This is an optimization exercise on Yosys and OpenROAD, whose aim is small area, not a production implementation. In this exercise RTL edits were held to simulation tests only and were not proved equivalent to the original. The flow treats the clock pin as an ideal source, which a real chip does not have. Power figures rest on the tool's default switching activity, not on a simulated workload.

## flow/run.sh

```bash
#!/bin/bash
# Own layout flow: the standard flow's synthesis (synth_recipe.tcl) with adders left to ABC
# (no full/half-adder cells) and an area-oriented ABC script, then the standard flow's
# standard layout (standard.sh) with 1x port buffers and a clock tree of
# smaller buffers without dummy loads.
# Logs: synth_make.log and standard.log here, each step's log in orfs/logs.
set -euo pipefail
W=$PWD
export MY_ABC_SCRIPT=$W/flow/abc_area.script
export FLOW_SYNTH_TCL=$W/synth_recipe.tcl
export BUFFER_PORTS_ARGS="-buffer_cell sky130_fd_sc_hd__buf_1"
export POST_CTS_TCL=$W/flow/post_cts.tcl
export CTS_ARGS="-sink_clustering_enable -repair_clock_nets -dont_use_dummy_load -buf_list sky130_fd_sc_hd__clkbuf_4 -root_buf sky130_fd_sc_hd__clkbuf_8"
make -C "$FLOW_HOME" DESIGN_CONFIG=$W/config.mk WORK_HOME=$W/orfs CLKGATE_MAP_FILE= ADDER_MAP_FILE= SYNTH_SCRIPT=$W/flow/synth.tcl synth > synth_make.log 2>&1
bash standard.sh > standard.log 2>&1
```

## flow/abc_area.script

```
strash
&get -n
&fraig -x
&put
scorr
dc2
balance
rewrite
refactor
balance
rewrite
rewrite -z
balance
refactor -z
rewrite -z
balance
strash
&get -n
&dch -f
&nf -R 1000 -p
&put
```

## flow/post_cts.tcl

```tcl
set block [ord::get_db_block]
set changed 0
foreach inst [$block getInsts] {
  if {[[$inst getMaster] getName] ne "sky130_fd_sc_hd__clkbuf_4"} { continue }
  set onet "NULL"
  foreach it [$inst getITerms] {
    if {[$it isOutputSignal]} { set onet [$it getNet] }
  }
  if {$onet eq "NULL" || $onet eq ""} { continue }
  set sinks 0
  foreach it [$onet getITerms] {
    if {[$it isInputSignal]} { incr sinks }
  }
  if {$sinks >= 11} {
    replace_cell [get_cells [$inst getName]] sky130_fd_sc_hd__clkbuf_8
    incr changed
  }
}
puts "post_cts: upsized $changed clock buffers"
if {$changed > 0} {
  detailed_placement
  check_placement -verbose
  estimate_parasitics -placement
}
```

## flow/synth.tcl

```tcl
proc abc {args} {
  set i [lsearch -exact $args -script]
  if { $i >= 0 } { lset args [expr {$i + 1}] $::env(MY_ABC_SCRIPT) }
  set j [lsearch -exact $args -D]
  if { $j >= 0 } { set args [lreplace $args $j [expr {$j + 1}]] }
  yosys abc {*}$args
}
source $::env(FLOW_SYNTH_TCL)
```

## standard.sh

```bash
#!/bin/bash
# synth_recipe.tcl (not shown) runs the flow's synth.tcl, then flattens the netlist and writes it again
# the make line also repeats each setting of config.mk as NAME=value (left out here)
make -C /OpenROAD-flow-scripts/flow DESIGN_CONFIG=/design/flow/config.mk WORK_HOME=/design/flow/orfs CLKGATE_MAP_FILE= SYNTH_SCRIPT=/design/flow/synth_recipe.tcl "${@:-finish}"
```

## config.mk

```make
export PLATFORM = sky130hd
export DESIGN_NAME = genius_top
export DESIGN_NICKNAME = genius_top
export VERILOG_FILES = /design/flow/design.v
export SDC_FILE = /design/flow/constraint.sdc
export NUM_CORES = 4
export LEC_CHECK = 0
export CAP_MARGIN = 20
export CORE_MARGIN = 2
export CORE_UTILIZATION = 40
export SLEW_MARGIN = 20
```

## constraint.sdc

```tcl
create_clock -name core_clock -period 10.0 [get_ports {CLOCK_50}]
set_input_delay 2.0000 -clock core_clock [delete_from_list [all_inputs] [get_ports {CLOCK_50}]]
set_output_delay 2.0000 -clock core_clock [all_outputs]
set_load 0.01 [all_outputs]
```

## design.v

```verilog
module LevelToPulse(
	input Clock,
	input Reset,
	input Level,
	output Pulse
);
	reg [1:0] state;
	assign Pulse = state[0];
	always @(posedge Clock or negedge Reset) begin
		if (!Reset) state <= 2'b00;
		else state <= {state[0] & ~(state[1] & Level), ~Level | (state[0] & ~state[1])};
	end
endmodule
module fsm_genius(
  input reset,
  input clock,
  input btn0,
  input btn1,
  input btn2,
  input btn3,
  input timerPronto,
  input colorPronto,
  input [1:0] colorSeq,
  output reg [3:0] code,
  output reg [6:0] codeScr,
  output reg [6:0] codeAux,
  output reg [3:0] color,
  output reg geraSeq,
  output reg startTimer,
  output reg velA,
  output reg velB
);
  localparam OFF=4'd0, MENU=4'd1, DIF1=4'd2, DIF2=4'd3, DIF3=4'd4, VEL1=4'd5,
             VEL2=4'd6, MODE1=4'd7, MODE2=4'd8, GEN=4'd9, EXIBE=4'd10,
             ERROU=4'd11, ACERTOU=4'd12, GERA=4'd13, RESP=4'd14, GANHOU=4'd15;
  reg [3:0] state, next_state;
  reg [5:0] qtd_cores;    
  reg [6:0] indSeq;       
  reg stateTimer, stateColor;
  reg btn0on, btn1on, btn2on, btn3on;
  reg modo1, modo2;
  reg m16, m32;
  wire n0 = btn0 & ~btn0on;
  wire n1 = btn1 & ~btn1on;
  wire n2 = btn2 & ~btn2on;
  wire n3 = btn3 & ~btn3on;
  wire newp = n0 | n1 | n2 | n3;
  wire [1:0] k = {~n3 & ~n2, ~n3 & (n2 | ~n1)};
  wire sOFF = state == OFF, sMENU = state == MENU;
  wire sDIF1 = state == DIF1, sDIF2 = state == DIF2, sDIF3 = state == DIF3;
  wire sVEL1 = state == VEL1, sVEL2 = state == VEL2;
  wire sMODE1 = state == MODE1, sMODE2 = state == MODE2;
  wire sGEN = state == GEN, sEXIBE = state == EXIBE, sERROU = state == ERROU;
  wire sACERTOU = state == ACERTOU, sGERA = state == GERA, sRESP = state == RESP;
  wire sGANHOU = state == GANHOU;
  wire sMenuSel = sDIF1 | sDIF2 | sDIF3 | sVEL1 | sVEL2 | sMODE1 | sMODE2;
  wire [1:0] qt = qtd_cores[5:4];
  wire [3:0] qo = qtd_cores[3:0];
  wire [2:0] it = indSeq[6:4];
  wire [3:0] io = indSeq[3:0];
  wire we = reset & ((sGEN & colorPronto) | (sGERA & newp));
  wire [1:0] wd = sGEN ? colorSeq : k;
  reg [1:0] seq [0:31];
  wire [1:0] grp [0:3];
  genvar g;
  generate
    for (g = 0; g < 32; g = g + 1) begin : entry
      localparam [1:0] T = g / 10;
      localparam [3:0] O = g % 10;
      wire hit = (qt == T) & ((O >= 8) ? (qo[3] & (qo[0] == O[0])) : (~qo[3] & (qo[2:0] == O[2:0])));
      always @(posedge clock) if (we & hit) seq[g] <= wd;
    end
    for (g = 0; g < 3; g = g + 1) begin : tens
      wire [1:0] lo = io[2] ? (io[1] ? (io[0] ? seq[g*10+7] : seq[g*10+6]) : (io[0] ? seq[g*10+5] : seq[g*10+4]))
                            : (io[1] ? (io[0] ? seq[g*10+3] : seq[g*10+2]) : (io[0] ? seq[g*10+1] : seq[g*10+0]));
      assign grp[g] = io[3] ? (io[0] ? seq[g*10+9] : seq[g*10+8]) : lo;
    end
  endgenerate
  assign grp[3] = io[0] ? seq[31] : seq[30];
  wire [1:0] rd = it[1] ? (it[0] ? grp[3] : grp[2]) : (it[0] ? grp[1] : grp[0]);
  wire match = (rd == k);
  wire [6:0] i1 = (it == 3'd6 && io == 4'd3) ? 7'd0 :
                  (io == 4'd9) ? {it + 3'd1, 4'd0} : {it, io + 4'd1};
  wire iwrap = (i1 == {1'b0, qtd_cores});
  wire iless = (i1 < {1'b0, qtd_cores});
  wire [5:0] q1 = (qo == 4'd9) ? {qt + 2'd1, 4'd0} : {qt, qo + 4'd1};
  wire [5:0] max_cor = m32 ? 6'h32 : (m16 ? 6'h16 : 6'h08);
  wire qless = (qtd_cores < max_cor);
  wire qfull = (qtd_cores == max_cor);
  wire gen_step = sGEN & ~colorPronto & stateColor;
  wire add_step = gen_step | (sGERA & newp);
  wire ex_step = sEXIBE & ~timerPronto & stateTimer;
  wire ok_step = sRESP & newp & match;
  wire [5:0] q_new = ~add_step ? qtd_cores : (qless ? q1 : (qfull ? 6'd0 : qtd_cores));
  wire [6:0] scr_new;
  scr_value scrv (.X({velB, q_new}), .Y(scr_new));
  always @(posedge clock) begin
    if (!reset) state <= OFF;
    else state <= next_state;
  end
  always @(posedge clock) begin
    if (!reset) begin
      next_state <= OFF;
      code <= 4'd0;
      codeScr <= 7'd0;
      codeAux <= 7'd0;
      color <= 4'b0000;
      stateTimer <= 1'b0;
      stateColor <= 1'b0;
      geraSeq <= 1'b0;
      startTimer <= 1'b0;
      btn0on <= 1'b0;
      btn1on <= 1'b0;
      btn2on <= 1'b0;
      btn3on <= 1'b0;
    end else begin
      case (state)
        OFF: next_state <= btn0 ? MENU : OFF;
        MENU: next_state <= DIF1;
        DIF1: if (n1) next_state <= VEL1; else if (n0) next_state <= DIF2;
        DIF2: if (n1) next_state <= VEL1; else if (n0) next_state <= DIF3;
        DIF3: if (n1) next_state <= VEL1; else if (n0) next_state <= DIF1;
        VEL1: if (n1) next_state <= MODE1; else if (n0) next_state <= VEL2;
        VEL2: if (n1) next_state <= MODE1; else if (n0) next_state <= VEL1;
        MODE1: if (n1) next_state <= GEN; else if (n0) next_state <= MODE2;
        MODE2: if (n1) next_state <= GERA; else if (n0) next_state <= MODE1;
        GEN: if (colorPronto) next_state <= GEN;
             else if (stateColor) begin
               if (qless) next_state <= EXIBE;
               else if (qfull) next_state <= GANHOU;
             end
        EXIBE: if (ex_step) begin
                 if (iless) next_state <= EXIBE;
                 else if (iwrap) next_state <= RESP;
               end
        RESP: if (newp) begin
                if (~match) next_state <= ERROU;
                else if (iless) next_state <= RESP;
                else if (iwrap) next_state <= ACERTOU;
              end
        ACERTOU: if (timerPronto) begin
                   if (modo1) next_state <= GEN;
                   if (modo2) next_state <= GERA;
                 end
        ERROU: if (n1) next_state <= OFF; else if (n0) next_state <= GEN;
        GANHOU: if (n1) next_state <= OFF;
                else if (n0) begin
                  if (modo1) next_state <= GEN;
                  if (modo2) next_state <= GERA;
                end
        GERA: if (newp) begin
                if (qless) next_state <= EXIBE;
                else if (qfull) next_state <= GANHOU;
              end
      endcase
      case (state)
        OFF: code <= 4'd0;
        DIF1: code <= 4'd1;
        DIF2: code <= 4'd2;
        DIF3: code <= 4'd3;
        VEL1: code <= 4'd4;
        VEL2: code <= 4'd5;
        MODE1: code <= 4'd6;
        MODE2: code <= 4'd7;
        EXIBE: code <= timerPronto ? 4'd13 : 4'd12;
        RESP: code <= 4'd11;
        ACERTOU: if (timerPronto) code <= 4'd9;
        ERROU, GANHOU: code <= 4'd14;
        GERA: code <= 4'd10;
        default: ;
      endcase
      if (sOFF) color <= 4'b0101;
      else if (sEXIBE) begin
        if (timerPronto) color <= {1'b0, rd == 2'd2, rd[0], rd[1] ~^ rd[0]};
        else if (stateTimer) begin
          if (iwrap) color <= 4'b0110;
        end else color <= 4'b1111;
      end else if ((sRESP | sGERA) & newp) begin
        if (ok_step & iwrap) color <= 4'b1111;
        else color <= {1'b0, k == 2'd2, k[0], k[1] ~^ k[0]};
      end
      if (sEXIBE) stateTimer <= timerPronto;
      if (sGEN) begin
        stateColor <= colorPronto;
        geraSeq <= ~colorPronto & ~stateColor;
      end
      if (sEXIBE & ~timerPronto) startTimer <= ~stateTimer;
      if (sACERTOU) startTimer <= ~timerPronto;
      if (sMENU) btn0on <= 1'b1;
      if (sMenuSel | sERROU | sGANHOU) begin
        btn0on <= btn0;
        btn1on <= btn1;
      end
      if (sRESP | sGERA) begin
        btn0on <= newp | (btn0 & btn0on);
        btn1on <= newp | (btn1 & btn1on);
        btn2on <= newp | (btn2 & btn2on);
        btn3on <= newp | (btn3 & btn3on);
      end
      if (sOFF) codeAux <= 7'd0;
      else if (sRESP) codeAux <= ok_step ? (iwrap ? 7'd0 : i1) : indSeq;
      else if (sERROU) codeAux <= 7'h33;
      else if (sGANHOU) codeAux <= 7'h34;
      if (sOFF) codeScr <= 7'd0;
      else if (sGEN | sGERA) codeScr <= scr_new;
    end
  end
  always @(posedge clock) begin
    if (sOFF | sVEL1 | sVEL2) begin
      velA <= sVEL1;
      velB <= sVEL2;
    end
    if (sOFF | sMODE1 | sMODE2) begin
      modo1 <= sMODE1;
      modo2 <= sMODE2;
    end
    if (sDIF1 | sDIF2 | sDIF3) begin
      m16 <= sDIF2;
      m32 <= sDIF3;
    end
    if (sOFF | ((sERROU | sGANHOU) & (n0 | n1)))
      qtd_cores <= 6'd0;
    else if (add_step)
      qtd_cores <= q_new;
    if (sOFF | (sERROU & n0)) indSeq <= 7'd0;
    else if (ex_step | ok_step) indSeq <= iwrap ? 7'd0 : i1;
  end
endmodule
module RandColor(
  input  clk,
  input  reset,
  input  enable,
  output reg [1:0] code,
  output reg colorPronto
);
reg [4:0] d;
reg v;
wire [4:0] dn;
assign dn[4] = d[4]^d[1];
assign dn[3] = d[3]^d[0];
assign dn[2] = d[2]^dn[4];
assign dn[1] = d[1]^dn[3];
assign dn[0] = d[0]^dn[2];
wire [2:0] signal = {3{v}} & {code == 2'd2, code[0], code[1] ~^ code[0]};
always @(posedge clk) begin
  if (~reset) begin
    d <= 5'd0;
    v <= 1'b0;
    colorPronto <= 0;
  end else if (~enable) begin
    d <= d + {2'b00, signal} + 5'd12;
    colorPronto <= 0;
  end else begin
    code <= {dn[3], dn[1]};
    v <= 1'b1;
    colorPronto <= 1;
    d <= dn;
  end
end
endmodule
module counter1second (
	input clock,
	input reset,
	input velA,
	input velB,
	input enable,
	output reg saida
);
	reg [5:0] value;
	always @(posedge clock) begin
		if (!reset) begin
			value <= 6'd0;
			saida <= 1'b0;
		end else begin
			value <= enable ? (value + 1'b1) : 6'd0;
			if (velA) saida <= value[4];
			if (velB) saida <= value[5];
		end
	end
endmodule
module dec7seg(input [3:0] X, output [6:0] segment0, output [6:0] segment1, output [6:0] segment2, output [6:0] segment3);
  assign segment0[0] = (~X[1] & ~X[2] & ~X[3]) | (~X[0] & ~X[2] & X[3]) | (X[0] & X[2] & X[3]) | (X[1] & X[2] & ~X[3]) | (~X[0] & ~X[1] & ~X[3]);
  assign segment0[1] = (~X[0] & ~X[1] & ~X[2]) | (X[1] & X[2]) | (X[0] & ~X[1] & X[3]);
  assign segment0[2] = (X[0] & X[2]) | (X[0] & X[1] & X[3]) | (X[1] & X[2]) | (~X[0] & ~X[2] & ~X[3]);
  assign segment0[3] = (~X[1] & ~X[2] & ~X[3]) | (X[1] & X[2]) | (X[1] & X[3]) | (X[0] & X[2] & X[3]) | (~X[0] & ~X[1] & ~X[3]);
  assign segment0[4] = (~X[0] & ~X[2] & X[3]) | (~X[1] & ~X[2]) | (X[0] & X[1] & ~X[3]) | (~X[0] & X[2] & ~X[3]) | (X[0] & X[2] & X[3]);
  assign segment0[5] = (~X[3]) | (~X[0] & ~X[2]) | (X[0] & X[2]);
  assign segment0[6] = (~X[1] & ~X[2] & ~X[3]) | (X[1] & X[2]) | (X[0] & X[2] & X[3]) | (~X[0] & ~X[1] & ~X[3]) | (~X[0] & X[1] & X[3]);
  assign segment1[0] = (~X[0] & X[2] & ~X[3]) | (X[0] & ~X[1] & X[2]) | (~X[0] & X[1] & X[2]);
  assign segment1[1] = (~X[2]) | (X[0] & ~X[1]) | (~X[0] & X[1]) | (~X[1] & ~X[3]);
  assign segment1[2] = (~X[3]) | (X[0] & X[2]);
  assign segment1[3] = (~X[2] & ~X[3]) | (X[1] & X[2]) | (X[0] & X[2] & X[3]);
  assign segment1[4] = (X[0] & X[3]) | (~X[0] & X[1] & X[2] & ~X[3]);
  assign segment1[5] = (X[0] & X[2] & X[3]) | (~X[0] & X[1] & X[2]);
  assign segment1[6] = (~X[0] & X[2] & ~X[3]) | (X[0] & ~X[1] & X[2]);
  assign segment2[0] = (X[0] & ~X[2] & ~X[3]) | (X[0] & ~X[1] & X[3]) | (~X[0] & X[1] & X[3]) | (X[1] & ~X[2] & ~X[3]) | (X[0] & X[1] & ~X[3]);
  assign segment2[1] = (X[0] & X[1] & X[3]) | (~X[0] & ~X[1] & ~X[3]) | (X[0] & ~X[1] & X[2]) | (~X[0] & X[1] & X[2]);
  assign segment2[2] = (~X[0] & X[2] & ~X[3]) | (X[0] & X[1] & X[3]) | (X[0] & ~X[1] & X[2]) | (~X[0] & ~X[1] & ~X[3]);
  assign segment2[3] = (~X[2] & ~X[3]) | (~X[0] & ~X[2]) | (X[0] & X[2] & X[3]);
  assign segment2[4] = (X[0] & ~X[2] & ~X[3]) | (X[0] & X[2] & X[3]) | (~X[0] & X[1] & ~X[2]);
  assign segment2[5] = (X[0] & ~X[2] & ~X[3]) | (X[0] & X[2] & X[3]) | (~X[0] & X[1] & ~X[2]) | (X[1] & X[2] & X[3]);
  assign segment2[6] = (X[1] & ~X[3]) | (X[0] & ~X[1] & ~X[2]) | (~X[0] & X[1] & ~X[2]) | (X[0] & X[2] & X[3]);
  assign segment3[0] = (X[1] & ~X[2]) | (~X[1] & X[2] & ~X[3]) | (X[0] & ~X[2] & ~X[3]) | (X[0] & ~X[1] & X[2]);
  assign segment3[1] = (X[0] & X[3]) | (X[1] & X[2] & X[3]);
  assign segment3[2] = (X[1] & X[2]) | (X[0] & X[1] & X[3]) | (X[0] & X[2] & X[3]);
  assign segment3[3] = (X[0] & X[1] & X[3]) | (X[0] & X[2] & X[3]) | (X[1] & X[2] & ~X[3]);
  assign segment3[4] = (X[0] & ~X[1] & X[3]);
  assign segment3[5] = (X[0] & ~X[2] & ~X[3]) | (X[1] & ~X[2]) | (X[0] & X[2] & X[3]);
  assign segment3[6] = (X[1] & X[2] & X[3]) | (~X[0] & ~X[1] & ~X[3]) | (X[0] & ~X[1] & X[2]);
endmodule
module scr_value(input [6:0] X, output [6:0] Y);
  assign Y[0] = (X[0] & X[6]);
  assign Y[1] = (~X[0] & X[1] & ~X[2]) | (X[1] & X[6]) | (~X[0] & ~X[1] & X[2] & ~X[6]) | (X[0] & X[1] & X[2]) | (X[0] & X[3] & ~X[6]);
  assign Y[2] = (X[0] & X[1] & ~X[2] & ~X[6]) | (~X[0] & ~X[1] & X[2]) | (X[2] & X[6]) | (X[3] & ~X[6]);
  assign Y[3] = (~X[0] & ~X[1] & ~X[2] & ~X[3] & X[5] & ~X[6]) | (X[0] & ~X[1] & X[2] & ~X[6]) | (X[3] & X[6]) | (~X[0] & ~X[1] & ~X[2] & ~X[3] & X[4] & ~X[6]);
  assign Y[4] = (~X[0] & ~X[1] & ~X[2] & ~X[6]) | (X[1] & X[2] & ~X[6]) | (X[3] & ~X[6]) | (X[4] & X[6]);
  assign Y[5] = (~X[0] & ~X[1] & ~X[2] & ~X[3] & ~X[4] & ~X[6]) | (X[0] & X[4] & ~X[6]) | (X[5] & X[6]) | (X[1] & X[4] & ~X[6]) | (X[3] & X[4] & ~X[6]) | (X[2] & X[4] & ~X[6]);
  assign Y[6] = (~X[0] & ~X[1] & ~X[2] & ~X[3] & ~X[4] & ~X[5] & ~X[6]) | (X[0] & X[5] & ~X[6]) | (X[1] & X[5] & ~X[6]) | (X[3] & X[5] & ~X[6]) | (X[4] & X[5] & ~X[6]) | (X[2] & X[5] & ~X[6]);
endmodule
module dec7segScr(input [6:0] X, output [6:0] segment5, output [6:0] segment4);
  assign segment5[0] = (~X[4] & ~X[5] & X[6]) | (X[4] & X[5] & X[6]) | (X[0] & X[4] & ~X[5]) | (X[3] & X[4] & ~X[5] & ~X[6]) | (X[1] & X[4] & ~X[5] & ~X[6]) | (X[2] & X[4] & ~X[5] & ~X[6]);
  assign segment5[1] = (X[5] & X[6]) | (X[4] & X[6]);
  assign segment5[2] = (~X[4] & X[5] & ~X[6]) | (X[4] & X[5] & X[6]);
  assign segment5[3] = (~X[4] & ~X[5] & X[6]) | (X[4] & X[5] & X[6]) | (X[0] & X[4] & ~X[5]) | (X[3] & X[4] & ~X[5] & ~X[6]) | (X[1] & X[4] & ~X[5] & ~X[6]) | (X[2] & X[4] & ~X[5] & ~X[6]);
  assign segment5[4] = (~X[5] & X[6]) | (X[4] & X[5]) | (X[0] & X[4]) | (X[3] & X[4]) | (X[1] & X[4]) | (X[2] & X[4]);
  assign segment5[5] = (X[0] & X[4]) | (X[1] & X[4] & ~X[6]) | (X[5] & ~X[6]) | (X[4] & X[5]) | (X[3] & X[4] & ~X[6]) | (X[2] & X[4] & ~X[6]);
  assign segment5[6] = (~X[5] & ~X[6]) | (X[4] & X[5] & X[6]);
  assign segment4[0] = (X[0] & ~X[1] & ~X[2] & ~X[3]) | (~X[0] & ~X[1] & X[2]) | (X[4] & X[5] & X[6]);
  assign segment4[1] = (X[0] & ~X[1] & X[2]) | (~X[0] & X[1] & X[2]) | (X[4] & X[5] & X[6]);
  assign segment4[2] = (~X[0] & X[1] & ~X[2]) | (X[4] & X[5] & X[6]);
  assign segment4[3] = (X[0] & ~X[1] & ~X[2] & ~X[3]) | (~X[0] & ~X[1] & X[2]) | (X[4] & X[5] & X[6]) | (X[0] & X[1] & X[2]);
  assign segment4[4] = (X[0]) | (~X[1] & X[2]) | (X[4] & X[5] & X[6]);
  assign segment4[5] = (X[0] & ~X[2] & ~X[3]) | (X[1] & ~X[2]) | (X[4] & X[5] & X[6]) | (X[0] & X[1]);
  assign segment4[6] = (~X[1] & ~X[2] & ~X[3]) | (X[0] & X[1] & X[2]);
endmodule
module dec7segAux(input [6:0] X, output [6:0] segment7, output [6:0] segment6);
  assign segment7[0] = (X[0] & X[4] & ~X[5]) | (X[1] & X[4] & ~X[5]) | (X[2] & X[4] & ~X[5]) | (X[3] & X[4]) | (X[6]) | (X[0] & X[2] & X[4]) | (X[1] & X[2] & X[4]);
  assign segment7[1] = (X[6]) | (X[0] & X[1] & X[4] & X[5]) | (X[2] & X[4] & X[5]) | (X[3] & X[4] & X[5]);
  assign segment7[2] = (~X[4] & X[5]) | (X[0] & X[1] & X[5]) | (X[0] & X[2] & X[5]) | (X[1] & X[2] & X[5]) | (X[3] & X[5]) | (X[6]);
  assign segment7[3] = (X[0] & X[4] & ~X[5]) | (X[1] & X[4] & ~X[5]) | (X[2] & X[4] & ~X[5]) | (X[3] & X[4]) | (X[6]) | (X[0] & X[2] & X[4]) | (X[1] & X[2] & X[4]);
  assign segment7[4] = (X[2] & X[4]) | (X[3] & X[4]) | (X[6]) | (X[0] & X[4] & ~X[5]) | (~X[0] & X[4] & X[5]) | (X[1] & X[4] & ~X[5]) | (~X[1] & X[4] & X[5]);
  assign segment7[5] = (X[2] & X[4] & ~X[5]) | (X[3] & X[4]) | (~X[4] & X[5]) | (X[6]) | (~X[0] & X[1] & X[4]) | (X[0] & ~X[1] & X[4]) | (X[0] & X[4] & ~X[5]) | (X[0] & X[2] & X[5]) | (~X[0] & ~X[2] & X[5]);
  assign segment7[6] = (~X[5]) | (X[6]) | (X[0] & X[2] & X[4]) | (X[3] & X[4]) | (X[1] & X[2] & X[4]);
  assign segment6[0] = (X[0] & ~X[1] & ~X[2] & ~X[3]) | (~X[0] & ~X[1] & X[2] & ~X[5]) | (~X[0] & ~X[1] & X[2] & ~X[4]) | (X[0] & X[4] & X[5]) | (X[1] & X[2] & X[4] & X[5]) | (X[3] & X[4] & X[5]) | (X[6]);
  assign segment6[1] = (X[0] & ~X[1] & X[2]) | (~X[0] & X[1] & X[2]) | (X[0] & X[1] & X[4] & X[5]) | (X[2] & X[4] & X[5]) | (X[3] & X[4] & X[5]) | (X[6]);
  assign segment6[2] = (~X[0] & X[1] & ~X[2]) | (X[1] & X[4] & X[5]) | (X[0] & X[2] & X[4] & X[5]) | (X[3] & X[4] & X[5]) | (X[6]);
  assign segment6[3] = (X[0] & ~X[1] & ~X[2] & ~X[3]) | (X[0] & X[1] & X[2]) | (~X[0] & ~X[1] & X[2] & ~X[5]) | (~X[0] & ~X[1] & X[2] & ~X[4]) | (X[0] & X[4] & X[5]) | (X[1] & X[2] & X[4] & X[5]) | (X[6]) | (X[3] & X[4] & X[5]);
  assign segment6[4] = (~X[1] & X[2]) | (X[0] & ~X[5]) | (X[0] & ~X[4]) | (X[6]) | (X[0] & ~X[1]) | (X[3] & X[4] & X[5]) | (X[2] & X[4] & X[5]);
  assign segment6[5] = (X[0] & ~X[2] & ~X[3]) | (X[1] & ~X[2]) | (X[0] & X[1]) | (X[6]) | (X[3] & X[4] & X[5]) | (X[0] & X[4] & X[5]) | (X[1] & X[4] & X[5]);
  assign segment6[6] = (~X[1] & ~X[2] & ~X[3]) | (X[0] & X[1] & X[2]) | (X[1] & X[2] & X[4] & X[5]) | (X[6]) | (X[3] & X[4] & X[5]) | (X[0] & ~X[1] & X[4] & X[5]);
endmodule
module genius_top
	(
		input CLOCK_50,
		input RESET_N,
		input [3:0] KEY,
		output [7:0] LEDG,
		output [3:0] COLOR,
		output [6:0] HEX0,
		output [6:0] HEX1,
		output [6:0] HEX2,
		output [6:0] HEX3,
		output [6:0] HEX4,
		output [6:0] HEX5,
		output [6:0] HEX6,
		output [6:0] HEX7
	);
	wire btn0, btn1, btn2, btn3;
	wire timerPronto, colorPronto, pulseSeq, setTimerOn, velA, velB;
	wire [1:0] signalRand;
	wire [3:0] code;
	wire [6:0] codeScr;
	wire [6:0] codeAux;
	LevelToPulse LockEnterPulse0 (.Clock(CLOCK_50), .Reset(RESET_N), .Level(KEY[0]), .Pulse(btn0));
	LevelToPulse LockEnterPulse1 (.Clock(CLOCK_50), .Reset(RESET_N), .Level(KEY[1]), .Pulse(btn1));
	LevelToPulse LockEnterPulse2 (.Clock(CLOCK_50), .Reset(RESET_N), .Level(KEY[2]), .Pulse(btn2));
	LevelToPulse LockEnterPulse3 (.Clock(CLOCK_50), .Reset(RESET_N), .Level(KEY[3]), .Pulse(btn3));
	fsm_genius FSM (
		.reset(RESET_N), .clock(CLOCK_50),
		.btn0(btn0), .btn1(btn1), .btn2(btn2), .btn3(btn3),
		.timerPronto(timerPronto), .colorPronto(colorPronto), .colorSeq(signalRand),
		.code(code), .codeScr(codeScr), .codeAux(codeAux),
		.color(COLOR), .geraSeq(pulseSeq), .startTimer(setTimerOn), .velA(velA), .velB(velB));
	assign LEDG = {btn3, btn3, btn2, btn2, btn1, btn1, btn0, btn0};
	RandColor rand_gen (.clk(CLOCK_50), .reset(RESET_N), .enable(pulseSeq), .code(signalRand), .colorPronto(colorPronto));
	counter1second contador (.clock(CLOCK_50), .reset(RESET_N), .velA(velA), .velB(velB), .enable(setTimerOn), .saida(timerPronto));
	dec7seg dec7segDisplay (.X(code), .segment0(HEX0), .segment1(HEX1), .segment2(HEX2), .segment3(HEX3));
	dec7segScr dec7segScrDisplay (.X(codeScr), .segment5(HEX5), .segment4(HEX4));
	dec7segAux dec7segScrDisplayAux (.X(codeAux), .segment7(HEX7), .segment6(HEX6));
endmodule
```

==> results.json, run 1 <==
{
  "synth_simple_gate_area_frac": 0.233,
  "final_max_slew_viol_count": 0,
  "drive_gt1_frac": 0.0377,
  "p_int_uw": 762,
  "fin_worst_skew_ns": 0.0318,
  "p_total_uw": 1000,
  "rr_endpoint": "FSM.codeScr[3]",
  "cts.clk_slew.worst_paths_ns": 0.08,
  "r2r_cells": 12,
  "port-buffer-count": 73,
  "drc_errors": 0,
  "rsz0062_at_grt": "no",
  "routedWlPerCell_um": 16.5,
  "path_buf_inv": 1,
  "gr-total-overflow": 0,
  "firstDrtPassIters": 5,
  "power_switching_uw": 238,
  "crit_type": "flop to output port",
  "yosys-top-cells-area": "edfxtp_1 29%, dfxtp_1 17%, nor2_1 6.7%",
  "synth_top_area_cell": "edfxtp_1",
  "core_area_um2": 18600,
  "chipHeight_um": 141,
  "p_clk_frac": 0.276,
  "drt-initial-drc-count": 595,
  "drv_cap": 0,
  "finalHoldViolations": 0,
  "synth_top_family_by_area": "simple AND/OR/NAND/NOR gates",
  "antennaDiodeCount": 0,
  "io_pins": 74,
  "grt_pass1_wl_um": 30600,
  "setup_violations": 0,
  "fin_crit_ns": 4.10,
  "preCtsSetupSlack_ns": 6.07,
  "hold_class": "flop to flop",
  "worstReg2RegStart": "FSM.state[1]",
  "timing.final.ws_setup_ns": 5.90,
  "routed_via_density": 5.71,
  "clock.fmax_mhz": 244,
  "cp_slowest_cell": "dfxtp_1",
  "vias": 6634,
  "hold_start": "LockEnterPulse1.state[1]",
  "clock_latency_ns": 0.43,
  "grt_max_degree": 40,
  "tightest_slew_ns": 0.963,
  "arrival_ns": 2.10,
  "place.gp.congestion": 0.917,
  "start_util": 0.406,
  "r2r_slack_ns": 6.02,
  "synth-edff-count": 72,
  "synth_xor_area_frac": 0.0221,
  "status": "timing/DRC/antenna clean",
  "ys_warn_count": 5,
  "synth.avg_cell_area_um2": 8.95,
  "synthArstFlopShare": 0.0552,
  "synthToLayoutAreaGrowth_pct": 9.24,
  "pwr-share-seq": 0.651,
  "numClockSinks": 145,
  "synth.area.mux_share": 0.0383,
  "cts_tree": "built",
  "ys.flop_type": "edfxtp_1",
  "antenna_found_initial": 0,
  "fin_crit_sh": 0.410,
  "grt_pass1_vias": 5965,
  "rows": 50,
  "die_area_um2": 20000,
  "p_comb_frac": 0.073,
  "leakagePower_nw": 2.77,
  "cp-end-kind": "output port",
  "synth_compound_gate_area_share": 0.199,
  "ant_nets": 0,
  "min_path_cells": 1,
  "powerDensity_nw_per_um2": 121,
  "crit_required_ns": 8.00,
  "hold_end": "LockEnterPulse1.state[1]",
  "synth_cells": 843,
  "wirelength_um": 19200,
  "dpl.hpwl_um": 13700,
  "syn_nets": 849,
  "ys_ff_latch": 145,
  "start_kind": "flop",
  "max_stage_delay_ns": 0.59,
  "synth-adder-area-share": 0,
  "cp_cell_sequence": "nor2b_1 > a21oi_1 > a21oi_1 > and2_0 > o21ai_0 > buf_1",
  "ys_types": 56,
  "crit_family": "flip-flops",
  "swShare": 0.238,
  "yosysSeqAreaShare": 0.486,
  "cp_max_fo": 14,
  "final_nets": 936,
  "peakVddDrop_uv": 73.0,
  "synth_top_area_frac": 0.287,
  "relSlewSlack": 0.357,
  "fp.dieW_um": 141,
  "grt_usage": 0.194,
  "critPathMostFrequentCell": "a21oi_1",
  "syn-cell-area_um2": 7540,
  "setup_tns_ns": 0,
  "fin_util": 0.444
}
## worst reg2reg max path, cell delays in order (launching register included)
cell and delay, ns:
dfxtp_1 0.49, nand2b_1 0.29, nor2b_1 0.77, nand2_1 0.22, a21oi_1 0.23, a21oi_1 0.11
nor2_1 0.38, a32oi_1 0.32, and3_1 0.27, nor2b_1 0.16, a221oi_1 0.31, o22ai_1 0.12
nor2b_1 0.16
## cells in the final DEF, fill, tap and decap left out, types with 4 or more instances in the layout
master    instances
mux4_2           10
a21boi_0          8
nor3_1           17
nor2b_1          24
or2_0             4
a22oi_1           4
buf_1            72
o31ai_1           5
buf_4             5
a21oi_1          71
o21a_1            6
dfxtp_1          65
o22ai_1           9
o21ai_0          72
a21o_1            7
nand3_1          33
edfxtp_1         72
and3_1            9
xnor2_1          14
nor2_1          135
clkbuf_8          5
nand2b_1         28
nand2_1         102
o31a_1            5
a31oi_1           9
clkbuf_4         12
dfrtp_1           8
o211ai_1          7
clkinv_1         24
xor2_1            5
a211oi_1          7
or3_1             7
and2_0           14
## through the flow
step,cell area (um2),hold slack (ns),cells
floorplan,7540,0.414,843
global placement,8080,0.425,1145
detailed placement,8080,0.431,1145
global route,8240,0.461,1162
finish,8240,0.440,1162
## synthesized netlist by cell type (all sizes together), types with 8 or more instances
library cell / number
xnor2: 14
dfxtp: 65
edfxtp: 72
dfrtp: 8
buf: 10
nor2b: 24
and3: 9
a31oi: 9
nand2: 102
a21boi: 8
clkinv: 24
nor2: 135
o21ai: 74
mux4: 10
and2: 14
nor3: 17
o22ai: 9
nand3: 33
a21oi: 71
nand2b: 28
## cell families (layout without fill, tap and decap cells)
logic type / count (synthesis) / count (layout)
xor+xnor: 19 / 19
mux: 16 / 16
buf+inv: 34 / 119
flops: 145 / 145
simple gates: 385 / 385
compound gates: 244 / 244
## routing by layer
layer	wire, um	up-vias	track usage
li1	-	3256	-
met1	8940	3121	0.279
met2	8800	229	0.301
met3	1200	28	0.0381
met4	266	0	0.0521
met5	0	-	0
## registers in the layout, summed over array words and instances (netlist names), 4 cells and up
register        count
FSM.seq            64
FSM.codeAux         7
FSM.codeScr         7
FSM.indSeq          7
FSM.qtd_cores       6
contador.value      6
rand_gen.d          5
FSM.code            4
FSM.color           4
FSM.next_state      4
FSM.state           4
## power groups by stage
stage | Combinational (mW) | Sequential [mW] | Clock [mW]
2_1_floorplan | 0.0512 | 0.661 | 0
3_3_place_gp | 0.0725 | 0.664 | 0
3_5_place_dp | 0.0724 | 0.664 | 0
5_1_grt | 0.0813 | 0.652 | 0.306
6_report | 0.0726 | 0.651 | 0.276
## worst max-delay path by stage
stage	slack (ns)	cells after the start	to	startpoint
floorplan	6.51	12	FSM.next_state[1]	FSM.indSeq[0]
global placement	6.11	5	FSM.seq[19][0]	RESET_N
detailed placement	6.07	5	FSM.seq[2][0]	RESET_N
global route	5.63	12	FSM.codeScr[3]	FSM.state[1]
finish	5.90	6	HEX0[6]	FSM.code[2]
## layout make-up
cell class | instances | area [um2]
multi-input combinational | 664 | 3720
clock buffer | 17 | 159
inverter | 24 | 90.1
timing repair buffer | 78 | 313
fill | 1861 | 10300
sequential | 145 | 3660
tap | 234 | 293
==> run 2: changes to the inputs <==
--- a/design.v
+++ b/design.v
@@ -30,9 +30,9 @@
   output reg velA,
   output reg velB
 );
-  localparam OFF=4'd0, MENU=4'd1, DIF1=4'd2, DIF2=4'd3, DIF3=4'd4, VEL1=4'd5,
-             VEL2=4'd6, MODE1=4'd7, MODE2=4'd8, GEN=4'd9, EXIBE=4'd10,
-             ERROU=4'd11, ACERTOU=4'd12, GERA=4'd13, RESP=4'd14, GANHOU=4'd15;
+  localparam OFF=4'd0, MENU=4'd4, DIF1=4'd2, DIF2=4'd3, DIF3=4'd1, VEL1=4'd5,
+             VEL2=4'd6, MODE1=4'd7, MODE2=4'd8, GEN=4'd9, EXIBE=4'd11,
+             ERROU=4'd10, ACERTOU=4'd12, GERA=4'd13, RESP=4'd14, GANHOU=4'd15;
   reg [3:0] state, next_state;
   reg [5:0] qtd_cores;    
   reg [6:0] indSeq;       
--- a/flow/run.sh
+++ b/flow/run.sh
@@ -2,7 +2,8 @@
 # Own layout flow: the standard flow's synthesis (synth_recipe.tcl) with adders left to ABC
 # (no full/half-adder cells) and an area-oriented ABC script, then the standard flow's
 # standard layout (standard.sh) with 1x port buffers and a clock tree of
-# smaller buffers without dummy loads.
+# smaller buffers without dummy loads (leaf buffers with many flip-flops
+# upsized after CTS, flow/post_cts.tcl).
 # Logs: synth_make.log and standard.log here, each step's log in orfs/logs.
 set -euo pipefail
 W=$PWD
==> run 2 against run 1 <==
  * Still clean on timing, DRC and antenna
  * Global-route usage is 0.37 points lower
  * Flip-flop and latch count stayed put
  * Synthesized area is 0.58% lower
  * Via count is 1.9% lower
  * Synthesized cell count is 1.5% lower
  * Non-clock buffer count is 1 lower
  * Combinational power is 6.2% higher
  * Register-to-register slack worse by 0.02 ns
  * Sequential power is 0.6% higher
  * Routed wire length is 3.3% lower
  * Critical path type unchanged
  * Critical endpoint is now HEX2[2]
==> results.json, run 2 <==
{
  "leakagePower_nw": 2.76,
  "r2r_slack_ns": 6.00,
  "routed_via_density": 5.67,
  "port-buffer-count": 73,
  "largest_register": "FSM.seq",
  "core_area_um2": 18600,
  "peakVddDrop_uv": 66.0,
  "use_met2": 0.291,
  "place.gp.congestion": 0.886,
  "dpl.hpwl_um": 13100,
  "cp-end-kind": "output port",
  "yosysSeqAreaShare": 0.488,
  "multi_input_comb_area_um2": 3700,
  "wirelength_um": 18600,
  "syn-cell-area_um2": 7500,
  "clock.fmax_mhz": 239,
  "arrival_ns": 2.19,
  "ys.flop_type": "edfxtp_1",
  "cp_cell_sequence": "nor2b_1 > nor2b_1 > o21bai_1 > or3b_1 > buf_1",
  "synth_compound_gate_area_share": 0.194,
  "grt_pass1_wl_um": 30000,
  "fin_area_um2": 8210,
  "numClockSinks": 145,
  "powerDensity_nw_per_um2": 124,
  "die_area_um2": 19900,
  "crit_required_ns": 8.00,
  "rows": 50,
  "ys_warn_count": 5,
  "setup_tns_ns": 0,
  "routedWlPerCell_um": 16.2,
  "fin_crit_sh": 0.419,
  "path_buf_inv": 1,
  "grt.busiest_layer": "met2",
  "clock_latency_ns": 0.45,
  "antenna_found_initial": 0,
  "cp_max_fo": 17,
  "fin_crit_ns": 4.19,
  "nFillCells": 1830,
  "finalHoldViolations": 0,
  "synth.area.mux_share": 0.0470,
  "gr-total-overflow": 0,
  "crit_type": "flop to output port",
  "crit_family": "simple AND/OR/NAND/NOR gates",
  "hold_class": "flop to flop",
  "r2r_cells": 13,
  "synth_cells": 830,
  "cts.clk_slew.worst_paths_ns": 0.11,
  "firstDrtPassIters": 5,
  "io_pins": 74,
  "synth_top_family_by_area": "simple AND/OR/NAND/NOR gates",
  "grt_use_met1": 0.272,
  "synth_xor_area_frac": 0.0222,
  "hold_ws_ns": 0.435,
  "synth_top_area_cell": "edfxtp_1",
  "min_path_cells": 1,
  "synth-edff-count": 72,
  "synthToLayoutAreaGrowth_pct": 9.42,
  "drt-initial-drc-count": 486,
  "grt_max_degree": 44,
  "grt_pass1_vias": 5745,
  "dpl_cell_area_um2": 8040,
  "syn_nets": 836,
  "largest_reg_flops": 64,
  "grt_util_met3": 0.0397,
  "ys_types": 55,
  "yosysMostFrequentCell": "nor2_1",
  "synthArstFlopShare": 0.0552,
  "drc_errors": 0,
  "chipHeight_um": 141,
  "seq_area_um2": 3660,
  "rsz0062_at_grt": "no",
  "status": "timing/DRC/antenna clean",
  "tightest_slew_ns": 0.955,
  "cts_tree": "built",
  "final_max_slew_viol_count": 0,
  "relSlewSlack": 0.363,
  "worstReg2RegStart": "FSM.indSeq[1]",
  "hold_start": "LockEnterPulse2.state[1]",
  "cp_slowest_cell": "dfxtp_1",
  "synth_simple_gate_area_frac": 0.227,
  "start_kind": "flop",
  "fin_worst_skew_ns": 0.0400,
  "max_stage_delay_ns": 0.66,
  "yosys-top-cells-area": "edfxtp_1 29%, dfxtp_1 17%, nor2_1 6.8%",
  "preCtsSetupSlack_ns": 6.00,
  "mostFrequentLayoutCell": "nor2_1",
  "final_nets": 922,
  "ys_ff_latch": 145,
  "critPathMostFrequentCell": "nor2b_1",
  "setup_violations": 0,
  "layout_common_cells": "136 x nor2_1, 92 x o21ai_0, 89 x nand2_1, 72 x edfxtp_1, 72 x buf_1",
  "synth_commonest_cells": "136 x nor2_1, 93 x o21ai_0, 89 x nand2_1, 72 x edfxtp_1, 69 x a21oi_1",
  "drive_gt1_frac": 0.0394,
  "rr_endpoint": "FSM.color[0]",
  "fp.dieW_um": 141,
  "timing.final.ws_setup_ns": 5.81,
  "synth.avg_cell_area_um2": 9.04,
  "vias": 6511,
  "grt_usage": 0.191,
  "antennaDiodeCount": 0,
  "hold_end": "LockEnterPulse2.state[1]",
  "synth_top_area_frac": 0.288,
  "ant_nets": 0,
  "drv_cap": 0,
  "start_util": 0.404,
  "synth-adder-area-share": 0
}
[run 2: worst max path at each step]
stage             startpoint           end  slack, ns  depth (start not counted)
3_5_place_dp   FSM.indSeq[0]  FSM.color[0]       6.00                         14
2_1_floorplan  FSM.indSeq[0]  FSM.color[0]       5.58                         13
3_3_place_gp   FSM.indSeq[0]  FSM.color[0]       5.73                         14
6_report         FSM.code[3]       HEX2[2]       5.81                          5
5_1_grt          FSM.code[0]       HEX2[5]       5.61                          5
[run 2: stage by stage]
step / power, mW / util / cells
floorplan: 0.718 / - / 830
global placement: 0.745 / 0.432 / 1131
detailed placement: 0.744 / 0.433 / 1131
global route: 1.06 / 0.442 / 1148
finish: 1.02 / 0.442 / 1148
[run 2: metal layers]
metal	part of all wire	wire [um]	up-vias
met2	0.44	8230	216
met4	0.019	345	0
met5	0	0	-
met1	0.48	8950	3052
met3	0.057	1060	28
li1	-	-	3215
[run 2: power by group]
group          internal [mW]  switching (mW)
Sequential             0.639          0.0158
Clock                  0.104           0.180
Combinational         0.0257          0.0513
Total                  0.769           0.247
[run 2: area by class of cell]
type / instances / area share
clock buffers: 17 / 0.0201
multi-input cells: 653 / 0.451
repair buffers: 77 / 0.0372
inverters: 22 / 0.0101
flip-flops and latches: 145 / 0.446
well taps: 234 / 0.0357
[run 2: logic make-up (layout without fill, tap and decap cells)]
| logic type | after synthesis | count (layout) |
|---|---|---|
| buffers and inverters | 32 | 116 |
| muxes | 20 | 20 |
| xor gates and xnor gates | 19 | 19 |
| AOI/OAI and AO/OA | 245 | 245 |
| and+or+nand+nor | 369 | 369 |
| DFF | 145 | 145 |
==> run 3: changes to the inputs <==
--- a/design.v
+++ b/design.v
@@ -24,16 +24,19 @@
   output reg [3:0] code,
   output reg [6:0] codeScr,
   output reg [6:0] codeAux,
-  output reg [3:0] color,
+  output [3:0] color,
   output reg geraSeq,
   output reg startTimer,
   output reg velA,
   output reg velB
 );
-  localparam OFF=4'd0, MENU=4'd4, DIF1=4'd2, DIF2=4'd3, DIF3=4'd1, VEL1=4'd5,
-             VEL2=4'd6, MODE1=4'd7, MODE2=4'd8, GEN=4'd9, EXIBE=4'd11,
-             ERROU=4'd10, ACERTOU=4'd12, GERA=4'd13, RESP=4'd14, GANHOU=4'd15;
+  localparam OFF=4'd0, MENU=4'd8, DIF1=4'd2, DIF2=4'd3, DIF3=4'd1, VEL1=4'd5,
+             VEL2=4'd6, MODE1=4'd7, MODE2=4'd4, GEN=4'd9, EXIBE=4'd11,
+             ERROU=4'd12, ACERTOU=4'd10, GERA=4'd13, RESP=4'd14, GANHOU=4'd15;
   reg [3:0] state, next_state;
+  reg [2:0] colr;
+  assign color = colr[2] ? {colr[1] & ~colr[0], colr[1] | colr[0], colr[1], colr[1] ^ colr[0]}
+                         : {1'b0, colr[1] & ~colr[0], colr[0], colr[1] ~^ colr[0]};
   reg [5:0] qtd_cores;    
   reg [6:0] indSeq;       
   reg stateTimer, stateColor;
@@ -104,7 +107,7 @@
       code <= 4'd0;
       codeScr <= 7'd0;
       codeAux <= 7'd0;
-      color <= 4'b0000;
+      colr <= 3'b100;
       stateTimer <= 1'b0;
       stateColor <= 1'b0;
       geraSeq <= 1'b0;
@@ -169,15 +172,15 @@
         GERA: code <= 4'd10;
         default: ;
       endcase
-      if (sOFF) color <= 4'b0101;
+      if (sOFF) colr <= 3'b101;
       else if (sEXIBE) begin
-        if (timerPronto) color <= {1'b0, rd == 2'd2, rd[0], rd[1] ~^ rd[0]};
+        if (timerPronto) colr <= {1'b0, rd};
         else if (stateTimer) begin
-          if (iwrap) color <= 4'b0110;
-        end else color <= 4'b1111;
+          if (iwrap) colr <= 3'b111;
+        end else colr <= 3'b110;
       end else if ((sRESP | sGERA) & newp) begin
-        if (ok_step & iwrap) color <= 4'b1111;
-        else color <= {1'b0, k == 2'd2, k[0], k[1] ~^ k[0]};
+        if (ok_step & iwrap) colr <= 3'b110;
+        else colr <= {1'b0, k};
       end
       if (sEXIBE) stateTimer <= timerPronto;
       if (sGEN) begin
==> flow/abc_area.script (replaced) <==
strash
&get -n
&fraig -x
&put
scorr
dc2
balance
rewrite
refactor
balance
rewrite
rewrite -z
balance
refactor -z
rewrite -z
balance
strash
dch -f
amap -m
topo
==> run 3 against run 2 <==
  * Largest cell class is now flip-flops and latches
  * Routed wire length rose by 11%
  * Global-route usage rose by 2.3 points
  * Synthesized area fell by 1.6%
  * First-iteration DRC count rose by 13%
  * Largest power group unchanged
  * Critical endpoint is now FSM.colr[0]
  * Sequential power barely moved
  * Clock power fell by 4%
  * Design area fell by 1.7%
  * Maximum frequency fell by 27%
  * Setup slack got worse by 1.5 ns
  * Highest routed layer unchanged
==> results.json, run 3 <==
{
  "cts.clk_slew.worst_paths_ns": 0.09,
  "hold_end": "LockEnterPulse2.state[1]",
  "firstDrtPassIters": 5,
  "drv_cap": 0,
  "r2r_slack_ns": 4.27,
  "dr_wl_met3_um": 1200,
  "syn_nets": 895,
  "clock.fmax_mhz": 174,
  "mostFrequentLayoutCell": "nor2_1",
  "synth_cells": 889,
  "path_buf_inv": 3,
  "antennaDiodeCount": 0,
  "dpl.hpwl_um": 15200,
  "synth-edff-count": 72,
  "yosysMostFrequentCell": "nor2_1",
  "start_kind": "flop",
  "chipHeight_um": 140,
  "port-buffer-count": 73,
  "crit_type": "flop to flop",
  "cts_tree": "built",
  "ys_types": 48,
  "rsz0062_at_grt": "no",
  "synth_simple_gate_area_frac": 0.203,
  "routedWlPerCell_um": 17.1,
  "fp.dieW_um": 140,
  "dpl_cell_area_um2": 7910,
  "grt_pass1_vias": 6507,
  "yosysSeqAreaShare": 0.493,
  "tightest_slew_ns": 0.963,
  "synth_xor_area_frac": 0,
  "swShare": 0.265,
  "fin_util": 0.448,
  "grt_pass1_wl_um": 33500,
  "met1_length_um": 9370,
  "synth_top_family_by_area": "compound AO/OA/AOI/OAI gates",
  "gr-total-overflow": 0,
  "grt_max_degree": 33,
  "finalHoldViolations": 0,
  "cp_cell_sequence": "clkinv_1 > nor2_1 > a221oi_1 > o2111ai_1 > a311o_1 > nor2_1 > a21oi_1 > o211ai_1 > nor3_1 > clkinv_1 > nor2_1 > clkinv_1 > a31oi_1 > o221a_1 > nor2_1",
  "p_int_uw": 775,
  "ant_nets": 0,
  "synth_commonest_cells": "222 x nor2_1, 109 x clkinv_1, 78 x nand2_1, 72 x edfxtp_1, 66 x o21ai_0",
  "hold_ws_ns": 0.440,
  "drive_gt1_frac": 0.0247,
  "setup_tns_ns": 0,
  "cp.depth": 15,
  "fin_worst_skew_ns": 0.0369,
  "drt-initial-drc-count": 551,
  "synthArstFlopShare": 0.0556,
  "die_area_um2": 19600,
  "final_nets": 981,
  "io_pins": 74,
  "synth_top_area_frac": 0.293,
  "crit_start": "FSM.indSeq[0]",
  "cp_slowest_cell": "dfxtp_1",
  "rows": 49,
  "highest_layer": "met4",
  "clock_latency_ns": 0.44,
  "hold_start": "LockEnterPulse2.state[1]",
  "worstReg2RegStart": "FSM.indSeq[0]",
  "synth_top_area_cell": "edfxtp_1",
  "synth_compound_gate_area_share": 0.237,
  "final_max_slew_viol_count": 0,
  "layout_common_cells": "222 x nor2_1, 109 x clkinv_1, 78 x nand2_1, 73 x buf_1, 72 x edfxtp_1",
  "cp-end-kind": "flop",
  "peakVddDrop_uv": 113,
  "r2r_cells": 15,
  "place.gp.congestion": 0.954,
  "nFillCells": 1848,
  "fin_crit_sh": 0.573,
  "fin_area_um2": 8070,
  "p_comb_frac": 0.118,
  "synthToLayoutAreaGrowth_pct": 9.25,
  "routed_via_density": 5.74,
  "min_path_cells": 1,
  "syn-cell-area_um2": 7380,
  "yosys-top-cells-area": "edfxtp_1 29%, dfxtp_1 17%, nor2_1 11%",
  "largest_register": "FSM.seq",
  "hold_class": "flop to flop",
  "crit_family": "simple AND/OR/NAND/NOR gates",
  "numClockSinks": 144,
  "start_util": 0.410,
  "largest_reg_flops": 64,
  "synth.area.mux_share": 0,
  "antenna_found_initial": 0,
  "critPathMostFrequentCell": "nor2_1",
  "synth-adder-area-share": 0,
  "synth.avg_cell_area_um2": 8.31,
  "ys_warn_count": 5,
  "relSlewSlack": 0.356,
  "ys_ff_latch": 144,
  "multi_input_comb_area_um2": 3260,
  "core_area_um2": 18000,
  "pwr-share-seq": 0.623,
  "cp_max_fo": 25,
  "rr_endpoint": "FSM.colr[0]",
  "fin_crit_ns": 5.73,
  "drc_errors": 0,
  "leakagePower_nw": 2.57,
  "powerDensity_nw_per_um2": 131,
  "setup_violations": 0,
  "crit_required_ns": 10.31,
  "vias": 6900,
  "wirelength_um": 20500,
  "seq_area_um2": 3640,
  "ys.flop_type": "edfxtp_1",
  "power_switching_uw": 280,
  "p_clk_frac": 0.259,
  "status": "timing/DRC/antenna clean",
  "arrival_ns": 6.05,
  "wl_met2_um": 9550,
  "max_stage_delay_ns": 0.90,
  "grt_usage": 0.213
}
## run 3: cell type report
| cell class | instances | area share |
|---|---|---|
| flip-flops and latches | 144 | 0.452 |
| inverters | 109 | 0.0507 |
| well taps | 229 | 0.0355 |
| multi-input cells | 625 | 0.405 |
| clock buffers | 17 | 0.0189 |
| repair buffers | 78 | 0.0386 |
## run 3: kinds of logic after synthesis
family / after synthesis
AOI/OAI and AO/OA: 259
and+or+nand+nor: 366
buffers and inverters: 120
DFF: 144
## run 3: power groups by stage
stage | Combinational [mW] | Sequential [mW] | Clock (mW)
2_1_floorplan | 0.0873 | 0.666 | 0
3_3_place_gp | 0.123 | 0.671 | 0
3_5_place_dp | 0.123 | 0.671 | 0
5_1_grt | 0.138 | 0.660 | 0.300
6_report | 0.124 | 0.658 | 0.273
## run 3: worst max path at each step
stage	slack, ns	end
final	4.27	FSM.colr[0]
after floorplan	4.84	FSM.next_state[1]
after detailed placement	4.41	FSM.colr[0]
after global routing	3.58	FSM.next_state[1]
after global placement	4.54	FSM.next_state[1]
## run 3: through the flow
step / instances / setup WS [ns] / power (mW)
finish: 1202 / 4.27 / 1.05
detailed placement: 1185 / 4.41 / 0.794
global placement: 1185 / 4.54 / 0.794
global route: 1202 / 3.58 / 1.10
floorplan: 889 / 4.84 / 0.753
## run 3: routing by layer
layer | GRT usage | vias up
li1 | - | 3385
met1 | 0.289 | 3236
met2 | 0.339 | 244
met3 | 0.0523 | 35
met4 | 0.0653 | 0
met5 | 0 | -
==> run 4: changes to the inputs <==
--- a/flow/run.sh
+++ b/flow/run.sh
@@ -2,8 +2,8 @@
 # Own layout flow: the standard flow's synthesis (synth_recipe.tcl) with adders left to ABC
 # (no full/half-adder cells) and an area-oriented ABC script, then the standard flow's
 # standard layout (standard.sh) with 1x port buffers and a clock tree of
-# smaller buffers without dummy loads (leaf buffers with many flip-flops
-# upsized after CTS, flow/post_cts.tcl).
+# smaller buffers without dummy loads (leaf buffers resized to their
+# flip-flop count after CTS, flow/post_cts.tcl).
 # Logs: synth_make.log and standard.log here, each step's log in orfs/logs.
 set -euo pipefail
 W=$PWD
==> flow/post_cts.tcl (replaced) <==
set block [ord::get_db_block]
set up 0
set down 0
foreach inst [$block getInsts] {
  if {[[$inst getMaster] getName] ne "sky130_fd_sc_hd__clkbuf_4"} { continue }
  set onet "NULL"
  foreach it [$inst getITerms] {
    if {[$it isOutputSignal]} { set onet [$it getNet] }
  }
  if {$onet eq "NULL" || $onet eq ""} { continue }
  set sinks 0
  set bufs 0
  foreach it [$onet getITerms] {
    if {[$it isInputSignal]} {
      incr sinks
      if {[string match "sky130_fd_sc_hd__clkbuf_*" [[[$it getInst] getMaster] getName]]} { incr bufs }
    }
  }
  if {$bufs > 0} { continue }
  if {$sinks >= 11} {
    replace_cell [get_cells [$inst getName]] sky130_fd_sc_hd__clkbuf_8
    incr up
  } elseif {$sinks <= 6} {
    replace_cell [get_cells [$inst getName]] sky130_fd_sc_hd__clkbuf_2
    incr down
  }
}
puts "post_cts: upsized $up and downsized $down clock buffers"
if {$up + $down > 0} {
  detailed_placement
  check_placement -verbose
  estimate_parasitics -placement
}
==> run 4 against run 3 <==
  * Clock power about the same
  * Clock-buffer cell count stayed put
  * Power down 0.13%
  * Final cell count unchanged
  * Critical path depth stayed put
  * Synthesized cell count is the same
  * Routed wire length is essentially flat
  * Clock skew rose by 0.0085 ns
  * Utilization about the same
==> results.json, run 4 <==
{
  "yosys-top-cells-area": "edfxtp_1 29%, dfxtp_1 17%, nor2_1 11%",
  "firstDrtPassIters": 5,
  "hold_class": "flop to flop",
  "use_met2": 0.339,
  "synth.area.mux_share": 0,
  "layout_common_cells": "222 x nor2_1, 109 x clkinv_1, 78 x nand2_1, 73 x buf_1, 72 x edfxtp_1",
  "largest_register": "FSM.seq",
  "antenna_found_initial": 0,
  "drt-initial-drc-count": 551,
  "arrival_ns": 6.05,
  "peakVddDrop_uv": 113,
  "largest_reg_flops": 64,
  "synth_top_area_cell": "edfxtp_1",
  "vias": 6916,
  "leakagePower_nw": 2.57,
  "fin_crit_ns": 5.74,
  "post_layout_nonfiller_instances": 1202,
  "synth_cells": 889,
  "synth_commonest_cells": "222 x nor2_1, 109 x clkinv_1, 78 x nand2_1, 72 x edfxtp_1, 66 x o21ai_0",
  "drv_cap": 0,
  "die_area_um2": 19600,
  "dpl_cell_area_um2": 7910,
  "hold_ws_ns": 0.440,
  "ys_warn_count": 5,
  "core_area_um2": 18000,
  "syn-cell-area_um2": 7380,
  "grt_util_met3": 0.0523,
  "fin_area_um2": 8060,
  "io_pins": 74,
  "status": "timing/DRC/antenna clean",
  "clock_latency_ns": 0.45,
  "drc_errors": 0,
  "final_max_slew_viol_count": 0,
  "cts.clk_slew.worst_paths_ns": 0.08,
  "synth-adder-area-share": 0,
  "synth.avg_cell_area_um2": 8.31,
  "synthToLayoutAreaGrowth_pct": 9.22,
  "cp-end-kind": "flop",
  "numClockSinks": 144,
  "synth-edff-count": 72,
  "dpl.hpwl_um": 15200,
  "gr-total-overflow": 0,
  "start_util": 0.410,
  "place.gp.congestion": 0.954,
  "final_nets": 981,
  "syn_nets": 895,
  "rsz0062_at_grt": "no",
  "cts_tree": "built",
  "synth_top_family_by_area": "compound AO/OA/AOI/OAI gates",
  "ys.flop_type": "edfxtp_1",
  "r2r_cells": 15,
  "routedWlPerCell_um": 17.1,
  "synth_xor_area_frac": 0,
  "grt_pass1_vias": 6507,
  "cp_max_fo": 25,
  "grt_pass1_wl_um": 33500,
  "crit_required_ns": 10.32,
  "ys_types": 48,
  "port-buffer-count": 73,
  "numPlacedInstances": 1185,
  "yosysMostFrequentCell": "nor2_1",
  "grt_use_met1": 0.289,
  "clock.fmax_mhz": 174,
  "antennaDiodeCount": 0,
  "finalHoldViolations": 0,
  "synthArstFlopShare": 0.0556,
  "min_path_cells": 1,
  "grt_usage": 0.213,
  "fin_crit_sh": 0.574,
  "chipHeight_um": 140,
  "routed_via_density": 5.75,
  "start_kind": "flop",
  "powerDensity_nw_per_um2": 131,
  "grt.busiest_layer": "met2",
  "crit_type": "flop to flop",
  "yosysSeqAreaShare": 0.493,
  "setup_violations": 0,
  "ys_ff_latch": 144,
  "fin_worst_skew_ns": 0.0454,
  "ant_nets": 0,
  "setup_tns_ns": 0,
  "relSlewSlack": 0.356,
  "tightest_slew_ns": 0.963,
  "synth_simple_gate_area_frac": 0.203,
  "rows": 49,
  "fp.dieW_um": 140,
  "wirelength_um": 20600,
  "grt_max_degree": 33,
  "synth_top_area_frac": 0.293,
  "mostFrequentLayoutCell": "nor2_1",
  "synth_compound_gate_area_share": 0.237,
  "p_total_mw": 1.05,
  "drive_gt1_frac": 0.0247
}
run 4: cell types whose count changed in the layout (fill, tap and decap cells not counted):
cell | before | now
clkbuf_2 | 0 | 1
clkbuf_4 | 13 | 12
run 4: through the flow:
| stage | utilization | setup WS (ns) |
|---|---|---|
| finish | 0.447 | 4.26 |
| global route | 0.447 | 3.58 |
| detailed placement | 0.439 | 4.41 |
| global placement | 0.439 | 4.54 |
| floorplan | - | 4.84 |
run 4: worst max-delay path, cell delays in order, from the launching register on:
cell and delay (ns):
dfxtp_1 0.90, clkinv_1 0.86, nor2_1 0.91, a221oi_1 0.17, o2111ai_1 0.27, a311o_1 0.27
nor2_1 0.06, a21oi_1 0.14, o211ai_1 0.16, nor3_1 0.71, clkinv_1 0.40, nor2_1 0.25
clkinv_1 0.11, a31oi_1 0.19, o221a_1 0.20, nor2_1 0.04
run 4: worst paths after layout:
kind	to	slack, ns	start
setup / recovery	FSM.colr[0]	4.26	FSM.indSeq[0]
hold / removal	LockEnterPulse2.state[1]	0.44	LockEnterPulse2.state[1]
setup reg to reg	FSM.colr[0]	4.26	FSM.indSeq[0]
hold reg to reg	LockEnterPulse2.state[1]	0.44	LockEnterPulse2.state[1]
max in group asynchronous	LockEnterPulse2.state[0]	8.32	RESET_N
min in group asynchronous	LockEnterPulse0.state[0]	1.49	RESET_N
run 4: area by class of cell:
type / count / area (um2)
clock buffer: 17 / 150
fill: 1849 / 9960
inverter: 109 / 409
multi-input combinational: 625 / 3260
sequential: 144 / 3640
tap: 229 / 287
timing repair buffer: 78 / 312
run 4: where the power goes:
group          internal (mW)  switching [mW]
Sequential             0.641          0.0168
Clock                 0.0939           0.178
Combinational         0.0382          0.0858
Total                  0.773           0.281
run 4: logic make-up after synthesis:
logic type | Yosys count
flip-flops | 144
buffers and inverters | 120
AO/OA/AOI/OAI | 259
AND/OR/NAND/NOR | 366
run 4: layer usage:
layer / vias to the layer above / wire, um
li1: 3386 / -
met1: 3232 / 9320
met2: 259 / 9540
met3: 39 / 1250
met4: 0 / 443
met5: - / 0

-- static timing again, ports no longer ideal --
The flow's constraints put no driver on any port. The routed layouts listed below were extracted and timed again, unchanged, in two steps. Step 1, drivers: a clkbuf_16 drives CLOCK_50 and a buf_2 each remaining input, both assumed. Step 2 also shifts input and output timing later by t, the mid clock arrival at the registers, as if the neighbouring blocks saw the same clock. Slacks: ideal / step 1 / step 2; pairs: ideal / step 1.
run	shift t [ns]	slack for setup (ns)	worst setup path at the end	slew at the worst register clock pin (ns)
run 1	0.452	5.903 / 5.863 / 6.017	register to register	0.10 / 0.10
run 2	0.468	5.810 / 5.771 / 6.003	register to register	0.11 / 0.11
run 3	0.466	4.267 / 4.267 / 4.267	register to register	0.11 / 0.11
run 4	0.465	4.263 / 4.263 / 4.263	register to register	0.11 / 0.11
After both steps every run listed still meets setup and hold.
